Background: an optimization exercise with open tools, aiming at small area, a short achievable clock period and few clock cycles per item. Do not read the settings as production practice.
Only simulation tests tie the RTL to the original design; equivalence was not proved.

### design.v
module Bicubic(
           input CLK,
           input RST,
           input enable,
           input [7:0] input_data,
           output reg [13:0] iaddr,
           output reg ird,
           output reg we,
           output reg [13:0] waddr,
           output reg [7:0] output_data,
           input [6:0] V0,
           input [6:0] H0,
           input [4:0] SW,
           input [4:0] SH,
           input [5:0] TW,
           input [5:0] TH,
           output reg DONE
       );
parameter
    initialize    =   0,
    get_addr      =   1,
    judge         =   2,
    both_on_step1 =   3,
    both_on_step2 =   4,
    both_on_step3 =   5,
    on_step1    =   6,
    on_step2    =   7,
    on_step3    =   8,
    on_step4    =   9,
    on_step5    =   10,
    on_step6    =   11,
    on_step7    =   12,
    on_step8    =   13,
    on_step9    =   14,
    on_rounding =   15,
    both_not_on   =   16,
    load          =   17;
reg [4:0] state,nextstate;
reg [6:0] x,y;
reg [21:0] row;
reg [21:0] column;
reg [6:0] row_update;
reg [6:0] column_update1;
reg [13:0] column_update2;
reg [13:0] addr;
reg valid;
reg [1:0] two_dimension;
reg [7:0] bicu[0:3];
reg signed [54:0] x0,x1,x2;
wire signed [55:0] mul = x0*x1+x2;
reg [10:0] p0,p1,p2,p3;
reg [11:0] a,b,c,d;
reg set;
reg signal;
reg signal_nxt;
always @(*)
begin
    column = (({x,15'd0}) * (SW - 1)) / (TW - 1); 
    row = (({y,15'd0}) * (SH - 1)) / (TH - 1); 
    row_update = (row[21:15]+V0);
    column_update1 = (column[21:15]+H0);
    column_update2 = ({column_update1,7'd0}-({column_update1,5'd0}))+({column_update1,2'd0});
    addr = (row_update+column_update2);
    a = (({p1,1'd0} + p1) - ({p2,1'd0} + p2)) + (p3 - p0);
    b = ({p0,1'd0} - ({p1,2'd0} + p1)) + ({p2,2'd0} - p3);
    c = (p2-p0);
    d = {p1,1'd0};
end
always @(posedge CLK )
begin
    case(state)
        initialize:
        begin
            DONE<=0;
            x<=-1;
            y<=0;
            ird<=0;
            waddr<=-1;
            two_dimension<=-1;
            we<=0;
            valid<=0;
        end
        get_addr:
        begin
            waddr<=waddr+1;
            we<=0;
            valid<=0;
            if(x == TW - 1 && y == TH - 1)
                DONE <= 1;
            else
                if(x == TW - 1)
                begin
                    x <= 0;
                    y <= y + 1;
                end
                else
                    x <= x + 1;
        end
        both_on_step1:
        begin
            ird<=1;
            iaddr<=addr;
        end
        both_on_step2:
        begin
            we<=1;
        end
        both_on_step3:
        begin
            output_data<=input_data;
        end
        on_step1:
        begin
            ird<=1;
            if(valid==1)
            begin
                iaddr<=((addr-101)+({two_dimension,2'd0}))+(({two_dimension,7'd0})-({two_dimension,5'd0}));
            end
            else
            begin
                if(signal==1)
                    iaddr<=addr-100;
                else
                    iaddr<=addr-1;
            end
        end
        on_step2:
        begin
            if(signal==1)
                iaddr<=iaddr+100;
            else
                iaddr<=iaddr+1;
        end
        on_step3:
        begin
            p0<=input_data;
            if(signal==1)
                iaddr<=iaddr+100;
            else
                iaddr<=iaddr+1;
        end
        on_step4:
        begin
            p1<=input_data;
            if(signal==1)
                iaddr<=iaddr+100;
            else
                iaddr<=iaddr+1;
        end
        on_step5:
        begin
            p2<=input_data;
        end
        on_step6:
        begin
            p3<=input_data;
        end
        on_step7:
        begin
            x0 <= {{60{a[11]}},a};
            x2 <= {{45{b[11]}},b,15'd0};
            if(signal==1)
                x1 <= column[14:0];
            else
                x1 <= row[14:0];
        end
        on_step8:
        begin
            x0 <= mul;
            x2 <= {{30{c[11]}},c,30'd0};
            if(signal==1)
                x1 <= column[14:0];
            else
                x1 <= row[14:0];
        end
        on_step9:
        begin
            x0 <= mul;
            x2 <= {{15{d[11]}},d,45'd0};
            if(!valid)
            begin
                we<=1;
            end
            if(signal==1)
                x1 <= column[14:0];
            else
                x1 <= row[14:0];
        end
        on_rounding:
        begin
            we<=1;
            if(mul[55]==1)
            begin
                if(signal!=1)
                    bicu[two_dimension]<=0;
                output_data<=0;
            end
            else
            begin
                case (mul[45])
                    0:
                    begin
                        if(mul[55:46]>255)
                        begin
                            if(signal!=1)
                                bicu[two_dimension]<=255;
                            output_data<=255;
                        end
                        else
                        begin
                            if(signal!=1)
                                bicu[two_dimension]<=mul[55:46];
                            output_data<=mul[55:46];
                        end
                    end
                    1:
                    begin
                        if(mul[55:46]>254)
                        begin
                            if(signal!=1)
                                bicu[two_dimension]<=255;
                            output_data<=255;
                        end
                        else
                        begin
                            if(signal!=1)
                                bicu[two_dimension]<=mul[55:46]+1;
                            output_data<=mul[55:46]+1;
                        end
                    end
                endcase
            end
        end
        both_not_on:
        begin
            valid<=1;
            two_dimension<=two_dimension+1;
        end
        load:
        begin
            p0<=bicu[0];
            p1<=bicu[1];
            p2<=bicu[2];
            p3<=bicu[3];
        end
    endcase
end
always @(*)
begin
    signal_nxt=signal;
    case(state)
        initialize:
        begin
            nextstate=get_addr;
            signal_nxt=0;
        end
        get_addr:
        begin
            nextstate=judge;
        end
        judge:
        begin
            if(DONE)
            begin
                nextstate = initialize;
            end
            else
            begin
                if(row[14:0]==0 && column[14:0] == 0)
                begin
                    nextstate = both_on_step1;
                end
                else
                begin
                    if(row[14:0] == 0)
                    begin
                        nextstate = on_step1;
                        signal_nxt=1;
                    end
                    else
                    begin
                        signal_nxt=0;
                        if(column[14:0] == 0)
                        begin
                            nextstate = on_step1;
                        end
                        else
                            nextstate = both_not_on;
                    end
                end
            end
        end
        both_on_step1:
        begin
            nextstate=both_on_step2;
        end
        both_on_step2:
        begin
            nextstate=both_on_step3;
        end
        both_on_step3:
        begin
            nextstate=get_addr;
        end
        on_step1:
            nextstate=on_step2;
        on_step2:
            nextstate=on_step3;
        on_step3:
            nextstate=on_step4;
        on_step4:
            nextstate=on_step5;
        on_step5:
            nextstate=on_step6;
        on_step6:
            nextstate=on_step7;
        on_step7:
            nextstate=on_step8;
        on_step8:
            nextstate=on_step9;
        on_step9:
            nextstate=on_rounding;
        on_rounding:
        begin
            if(signal==1)
                nextstate=get_addr;
            else
            begin
                if(valid)
                    nextstate=(two_dimension==3)?load:both_not_on;
                else
                    nextstate=get_addr;
            end
        end
        both_not_on:
        begin
            nextstate=on_step1;
        end
        load:
        begin
            nextstate=on_step7;
            signal_nxt=1;
        end
        default:
        begin
            nextstate=on_rounding;
            signal_nxt=0;
        end
    endcase
end
always @(posedge CLK)
    signal <= signal_nxt;
always @(posedge CLK or posedge RST)
begin
    if(RST)
    begin
        state<=0;
        set<=0;
    end
    else
    begin
        if(enable)
            set<=1;
        else
            if(set)
               state <= nextstate;
    end
end
endmodule
### config.mk
export PLATFORM = sky130hd
export DESIGN_NAME = Bicubic
export DESIGN_NICKNAME = Bicubic
export VERILOG_FILES = /design/flow/design.v
export SDC_FILE = /design/flow/constraint.sdc
export NUM_CORES = 4
export LEC_CHECK = 0
export CAP_MARGIN = 20
export CORE_MARGIN = 2
export CORE_UTILIZATION = 40
export SLEW_MARGIN = 20
### run.sh
#!/bin/bash
# synth_recipe.tcl (not shown) runs the flow's synth.tcl, then flattens the netlist and writes it again
# the make line also repeats each setting of config.mk as NAME=value (left out here)
make -C /OpenROAD-flow-scripts/flow DESIGN_CONFIG=/design/flow/config.mk WORK_HOME=/design/flow/orfs CLKGATE_MAP_FILE= SYNTH_SCRIPT=/design/flow/synth_recipe.tcl finish
### constraint.sdc
create_clock -name core_clock -period 110.0 [get_ports {CLK}]
set_input_delay 22.0000 -clock core_clock [delete_from_list [all_inputs] [get_ports {CLK}]]
set_output_delay 22.0000 -clock core_clock [all_outputs]
set_load 0.01 [all_outputs]
==> notes.md <==
## path summary, 6_finish.rpt
check,startpoint,end
setup / recovery,SH[0],signal$_DFFE_PP_
hold / removal,bicu[3][1]$_DFFE_PP_,p3[1]$_DFFE_PP_
setup reg to reg,y[1]$_SDFFCE_PN0P_,signal$_DFFE_PP_
hold reg to reg,bicu[3][1]$_DFFE_PP_,p3[1]$_DFFE_PP_
max in group asynchronous,RST,state[3]$_DFFE_PP0P_
min in group asynchronous,RST,set$_DFFE_PP0P_
## repair_timing
| item | CTS | global route |
|---|---|---|
| pin swaps | 0 | 5 |
| cloned | 0 | 8 |
| buffers inserted | 0 | 11 |
| setup endpoints to repair | 6 | 9 |
| gates resized for setup | 5 | 95 |
## layer usage
layer	vias to the layer above	global-route usage, %	routed length [um]
met5	-	0	37
met4	6	9.27	15200
met3	693	2.51	23500
met2	3594	44.1	171000
met1	50300	36.3	167000
li1	50800	-	-
## flip-flops by register name (all words and copies together), names as in the netlist, 7 cells and up
register / count
x0: 55
output_data: 8
iaddr: 14
x2: 32
p2: 8
y: 7
waddr: 14
x: 7
x1: 15
p0: 8
p1: 8
p3: 8
bicu: 32
## cells in the mapped netlist, types with 310 or more instances
cell,count
a21o_1,549
a21oi_1,1125
and2_1,310
clkbuf_1,396
fa_1,776
ha_1,1500
inv_1,1696
nand2_1,1661
nor2_1,1056
o21ai_0,801
xnor2_1,612
xor2_1,312
## kinds of logic (layout without fill, tap and decap cells)
kind of cell	after synthesis	in the layout	synth area share, %
AOI/OAI and AO/OA	4247	4249	25.7
xor gates and xnor gates	924	924	7.47
adders and majority gates	2276	2276	31.7
buffers and inverters	2201	2052	7.67
DFF	229	229	6.32
muxes	190	190	1.89
other	1	7	0.00346
and+or+nand+nor	4469	4471	19.2
## area by class of cell
cell class                      count  area (um^2)  area share [%]
Antenna cell                        3         7.51         0.00652
Inverter                         1702         6440            5.59
Timing Repair Buffer              292         2420            2.11
Sequential cell                   229         6850            5.95
Clock buffer                       32          737           0.640
Timing Repair inverter              4         25.0          0.0217
Multi-Input combinational cell  12100        93800            81.5
Tap cell                         3570         4470            3.88
Clock inverter                     22          319           0.277
## placed cells by master (no fill, tap or decap), types with 268 or more instances in the layout
cell type  count
xnor2_1      606
xor2_1       311
ha_1        1498
fa_1         776
a21o_1       546
and2_1       307
inv_1       1688
nand3_1      268
o21ai_0      789
nor2_1      1046
a21oi_1     1112
nand2_1     1654
## metrics by stage
stage                     utilization [%]  hold slack (ns)
final                                42.6            0.490
after global routing                 42.6            0.505
after global placement               42.0            0.471
after CTS                            42.4            0.478
after floorplan                         -            0.456
after detailed placement             42.0            0.485
==> results.tsv <==
metric	value	unit
slowest stage cell on the critical path	o21ai_0	
Cells after DPL	17900	
Synth Instances	14500	
hold path depth	1	
Synth Warn #	1	
Post-synth top flop	edfxtp_1	
CTS buffer count	29	
CTS tree	yes	
fin crit period	105.73	ns
Die H	524	um
Top Ports	86	
Arrival @ worst endpoint	106.09	ns
Synth Cell Area	108000	um^2
worst-skew pair later-pin latency	0.65	ns
Avg WL per Cell	20.9	um
Max Clock Skew	0.0488	ns
# fillers	28100	
Clock Tree Buf Depth	3	
final instance area	115000	um^2
total track usage	26.7	%
R2R setup slack	26.56	ns
drt pass-1 iters	8	
Initial DRC Count	9276	
pin count of the biggest net entering global routing	109	
Max Slew Vio Count	0	
top cell type's share of synthesized area	17.3	%
syn avg cell area	7.45	um^2
Post-synth EDFFs	223	
CP max stage delay	0.74	ns
Max Cap Viol	0	
cell area after placement	114000	um^2
Tcrit/Tclk final	96.1	%
final hold vios	0	
Hold Buf Count CTS	0	
sequential fraction of the synthesis area	6.32	%
Row Count	191	
chip width	524	um
setup TNS	0	ns
Final WS setup	4.27	ns
Post-synth ARST share	2.62	%
detailed-route DRC error count	0	
max_slew headroom	23.0	%
Setup CP Type	input pin to register	
worst path buffer plus inverter count	26	
largest cells by area after synthesis	ha_1, fa_1, edfxtp_1	
vias in the first global route	101000	
Sink Count	229	
IO buf count	85	
Netlist cell types	104	
HPWL after DPL	304000	um
first-pass GRT wire length	588000	um
Crit path depth	313	
Fmax	9.46	MHz
Finished Layout Cells	18000	
Die ar.	275000	um^2
CP Capture Type	register	
delay-heaviest family, CP	compound AO/OA/AOI/OAI gates	
Routed Wire Length	376000	um
Total Nets Final	16700	
Initial Util	40.1	%
Seq cells post-synth	229	
Min-Delay Path Class	register to register	
vias	105000	
Post-DRT Antenna Nets	0	
Worst path most repeated cell	ha_1	
initial antenna violation count	12	
startpoint types	input pin	
Worst Reg2Reg Path Length in Cells	310	
CTS Root Cell	clkbuf_16	
status	timing/DRC/antenna clean	
grt ovf	0	
Vias/cell	5.86	
gp weighted congestion	1.00	
worst slack, placed	-1.17	ns
worst path required time	110.35	ns
dominant cell type by area after synthesis	ha_1	
Area Growth Syn to Fin	6.29	%
worst-margin pin slew	1.14	ns
H-tree depth	1	
final setup fails	0	
CP max FO	27	
Core Footprint	270000	um^2
CTS clk-pin slew, worst paths	0.06	ns
layout cells sized above 1	4.90	%
Testbench counts, summed over its fixed seeds: cycles 2,471,760, pixels 56,749.

-- static timing again, ports no longer ideal --
No port has a modelled driver above. Below, the same layout with a new extraction and two added sets of constraints. Step 1: set_driving_cell puts a clkbuf_16 on CLK and a buf_2 on each other input, an assumption about the parent block. Step 2 moves the port delays by t, midway between the first and last clock arrival at a register: inputs arrive t later, outputs are due t later. That takes back most of the time a late clock gives input paths. Three values: ideal, step 1, step 2; two values: the first two.
shift t [ns]: 0.715
setup WS [ns]: 4.267 / 4.327 / 3.612
latest minus earliest clock arrival (ns): 0.050 / 0.050
worst register clock-pin slew, ns: 0.07 / 0.07
worst slew at a driven data input, ns: 0.10
After both steps this run still meets setup and hold. For this run, drivers alone change the setup slack by +0.060 ns; drivers and shift together by -0.655 ns.
